Source: an optimization exercise on an open RTL-to-GDS flow (aim: small area). Production flows keep margins and buffers that such runs may drop.

v6:
## sort16_top
module sort16_top (
    input          clk,
    input          rst,
    input          i_valid,
    input  [511:0] x,
    output [511:0] y,
    output         o_valid
);
reg [2:0] vld;
always @(posedge clk or negedge rst)
    if (!rst) vld <= 0;
    else vld <= {vld[1:0], i_valid};
assign o_valid = vld[2];
wire [31:0] c1_0_13_lo, c1_0_13_hi;
cas32 c1_0_13 (.a(x[31:0]), .b(x[447:416]), .lo(c1_0_13_lo), .hi(c1_0_13_hi));
wire [31:0] c1_1_12_lo, c1_1_12_hi;
cas32 c1_1_12 (.a(x[63:32]), .b(x[415:384]), .lo(c1_1_12_lo), .hi(c1_1_12_hi));
wire [31:0] c1_2_15_lo, c1_2_15_hi;
cas32 c1_2_15 (.a(x[95:64]), .b(x[511:480]), .lo(c1_2_15_lo), .hi(c1_2_15_hi));
wire [31:0] c1_3_14_lo, c1_3_14_hi;
cas32 c1_3_14 (.a(x[127:96]), .b(x[479:448]), .lo(c1_3_14_lo), .hi(c1_3_14_hi));
wire [31:0] c1_4_8_lo, c1_4_8_hi;
cas32 c1_4_8 (.a(x[159:128]), .b(x[287:256]), .lo(c1_4_8_lo), .hi(c1_4_8_hi));
wire [31:0] c1_5_6_lo, c1_5_6_hi;
cas32 c1_5_6 (.a(x[191:160]), .b(x[223:192]), .lo(c1_5_6_lo), .hi(c1_5_6_hi));
wire [31:0] c1_7_11_lo, c1_7_11_hi;
cas32 c1_7_11 (.a(x[255:224]), .b(x[383:352]), .lo(c1_7_11_lo), .hi(c1_7_11_hi));
wire [31:0] c1_9_10_lo, c1_9_10_hi;
cas32 c1_9_10 (.a(x[319:288]), .b(x[351:320]), .lo(c1_9_10_lo), .hi(c1_9_10_hi));
wire [31:0] c2_0_5_lo, c2_0_5_hi;
cas32 c2_0_5 (.a(c1_0_13_lo), .b(c1_5_6_lo), .lo(c2_0_5_lo), .hi(c2_0_5_hi));
wire [31:0] c2_1_7_lo, c2_1_7_hi;
cas32 c2_1_7 (.a(c1_1_12_lo), .b(c1_7_11_lo), .lo(c2_1_7_lo), .hi(c2_1_7_hi));
wire [31:0] c2_2_9_lo, c2_2_9_hi;
cas32 c2_2_9 (.a(c1_2_15_lo), .b(c1_9_10_lo), .lo(c2_2_9_lo), .hi(c2_2_9_hi));
wire [31:0] c2_3_4_lo, c2_3_4_hi;
cas32 c2_3_4 (.a(c1_3_14_lo), .b(c1_4_8_lo), .lo(c2_3_4_lo), .hi(c2_3_4_hi));
wire [31:0] c2_6_13_lo, c2_6_13_hi;
cas32 c2_6_13 (.a(c1_5_6_hi), .b(c1_0_13_hi), .lo(c2_6_13_lo), .hi(c2_6_13_hi));
wire [31:0] c2_8_14_lo, c2_8_14_hi;
cas32 c2_8_14 (.a(c1_4_8_hi), .b(c1_3_14_hi), .lo(c2_8_14_lo), .hi(c2_8_14_hi));
wire [31:0] c2_10_15_lo, c2_10_15_hi;
  ...
For scale: roughly 21000 cells after synthesis, roughly 1500 flip-flops, ~0.12 mm2 of cells after synthesis.
clock: 5.0 ns
lec_check: 0
abc_area: 1
cap_margin: 20
core_margin: 2
core_utilization: 45
slew_margin: 20
standard.sh (not shown) runs the stock make flow with config.mk's settings and CLKGATE_MAP_FILE= SYNTH_SCRIPT=/design/flow/synth_recipe.tcl, a recipe that flattens the netlist after the stock synthesis.
==> flow/flow/run.sh <==
#!/bin/bash
# Standard ORFS layout, with two changes: the data pins are placed in bit-slice
# order (flow/io.tcl, run just before pin placement), and ports are buffered with
# the smallest buffer instead of a delay cell.
set -euo pipefail
here=$(pwd)
bash standard.sh \
  "PRE_IO_PLACEMENT_TCL=$here/flow/io.tcl" \
  "BUFFER_PORTS_ARGS=-buffer_cell sky130_fd_sc_hd__buf_1" \
  finish > "$here/standard_flow.log" 2>&1
==> flow/flow/io.tcl <==
# Bit-slice pin order: inputs on the left edge and outputs on the right edge,
# bit k of all 16 values next to each other.
set xs {}
set ys {}
for {set k 0} {$k < 32} {incr k} {
  for {set i 0} {$i < 16} {incr i} {
    set b [expr {32 * $i + $k}]
    lappend xs "x\[$b\]"
    lappend ys "y\[$b\]"
  }
}
set_io_pin_constraint -pin_names $xs -region left:* -group -order
set_io_pin_constraint -pin_names $ys -region right:* -group -order
v6 did not make it past 3_2_place_iop, where a tool error ended it.
diff inputs: v6 => v7
==> flow/run.sh (new file) <==
#!/bin/bash
# synth_recipe.tcl (not shown) runs the flow's synth.tcl, then flattens the netlist and writes it again
# the make line also repeats each setting of config.mk as NAME=value (left out here)
make -C /OpenROAD-flow-scripts/flow DESIGN_CONFIG=/design/flow/config.mk WORK_HOME=/design/flow/orfs CLKGATE_MAP_FILE= SYNTH_SCRIPT=/design/flow/synth_recipe.tcl finish
removed: flow/flow/run.sh
removed: flow/flow/io.tcl
removed: flow/standard.sh
### Flow results
In v7 the implementation ran to completion but is not tape-out ready, as the final checks report negative setup slack. v6 never completed, since it errored out during 3_2_place_iop. In terms of proportion of register bits with asynchronous set or reset after synthesis, v7 and v6 differ only marginally. Reported for v7 and v6, number of rows in the core area turned out identical to the last digit. As far as fraction of the mapped netlist area in simple logic gates is concerned, v6 and v7 perform about the same. v7 -> v6: area after synthesis delta 0, exact match. v6 -> v7: number of register bits inferred by synthesis delta 0, exact match.
Function was not checked in any run of this note: the RTL went through the layout flow alone.

---

Another version of the RTL of sort16_top (not shown whole).
Size: about 23000 cells after synthesis, about 1500 flip-flops, about 1000 I/O pins, ~120000 um2 of cells after synthesis.
export LEC_CHECK = 0
export ABC_AREA = 1
export CAP_MARGIN = 20
export CORE_MARGIN = 2
export CORE_UTILIZATION = 45
export GPL_TIMING_DRIVEN = 0
export SLEW_MARGIN = 20
create_clock -name core_clock -period 5.0 [get_ports {clk}]
==> flow/flow/run.sh <==
#!/bin/bash
# Standard ORFS layout, with two changes: the data pins are placed in bit-slice
# order (flow/io.tcl, run just before pin placement), and ports are buffered with
# the smallest buffer instead of a delay cell.
set -euo pipefail
here=$(pwd)
bash standard.sh \
  "PRE_IO_PLACEMENT_TCL=$here/flow/io.tcl" \
  "PLACE_PINS_ARGS=-min_distance 1 -min_distance_in_tracks" \
  "BUFFER_PORTS_ARGS=-buffer_cell sky130_fd_sc_hd__buf_1" \
  finish > "$here/standard_flow.log" 2>&1
==> flow/flow/io.tcl <==
# Bit-slice pin order: inputs on the left edge and outputs on the right edge,
# bit k of all 16 values next to each other.
set xs {}
set ys {}
for {set k 0} {$k < 32} {incr k} {
  for {set i 0} {$i < 16} {incr i} {
    set b [expr {32 * $i + $k}]
    lappend xs "x\[$b\]"
    lappend ys "y\[$b\]"
  }
}
set_io_pin_constraint -pin_names $xs -region left:* -group -order
set_io_pin_constraint -pin_names $ys -region right:* -group -order
The baseline aborted during global routing, error GRT-0116.
Then changed:
==> flow/run.sh (new file) <==
#!/bin/bash
# synth_recipe.tcl (not shown) runs the flow's synth.tcl, then flattens the netlist and writes it again
# the make line also repeats each setting of config.mk as NAME=value (left out here)
make -C /OpenROAD-flow-scripts/flow DESIGN_CONFIG=/design/flow/config.mk WORK_HOME=/design/flow/orfs CLKGATE_MAP_FILE= SYNTH_SCRIPT=/design/flow/synth_recipe.tcl finish
CORE_UTILIZATION = 60   (was 45)
PLACE_DENSITY = 0.75   (was not set)
removed: flow/flow/run.sh
removed: flow/flow/io.tcl
removed: flow/standard.sh
=> The new run failed in global routing; synthesized cell count is unchanged; synthesized area stays the same.
No functional check of the RTL was part of any run of this note.

[re-timing with driven ports]
Ports are ideal in the flow. The routed layout listed here was re-timed in OpenROAD. Step 1 (the two cells are an assumption about what drives the block):
set clk [get_ports {clk}]
set_driving_cell -lib_cell sky130_fd_sc_hd__clkbuf_16 $clk
set_driving_cell -lib_cell sky130_fd_sc_hd__buf_2 [delete_from_list [all_inputs] $clk]
Step 2 times the ports against the registers' clock, not the clock port: input delays grow and output delays shrink by t, the midpoint of the rising clock arrivals with the driver on. a / b / c = ideal ports / drivers / drivers and shift; a / b = the first two.
run: v7
shift t [ns]: 0.968
setup slack, ns: -0.513 / -0.621 / -0.425
hold WS [ns]: 0.307 / 0.240 / 0.307
latest minus earliest clock arrival (ns): 0.085 / 0.085
The setup slack of v7 moves by -0.108 ns with the drivers and by +0.088 ns with both steps.
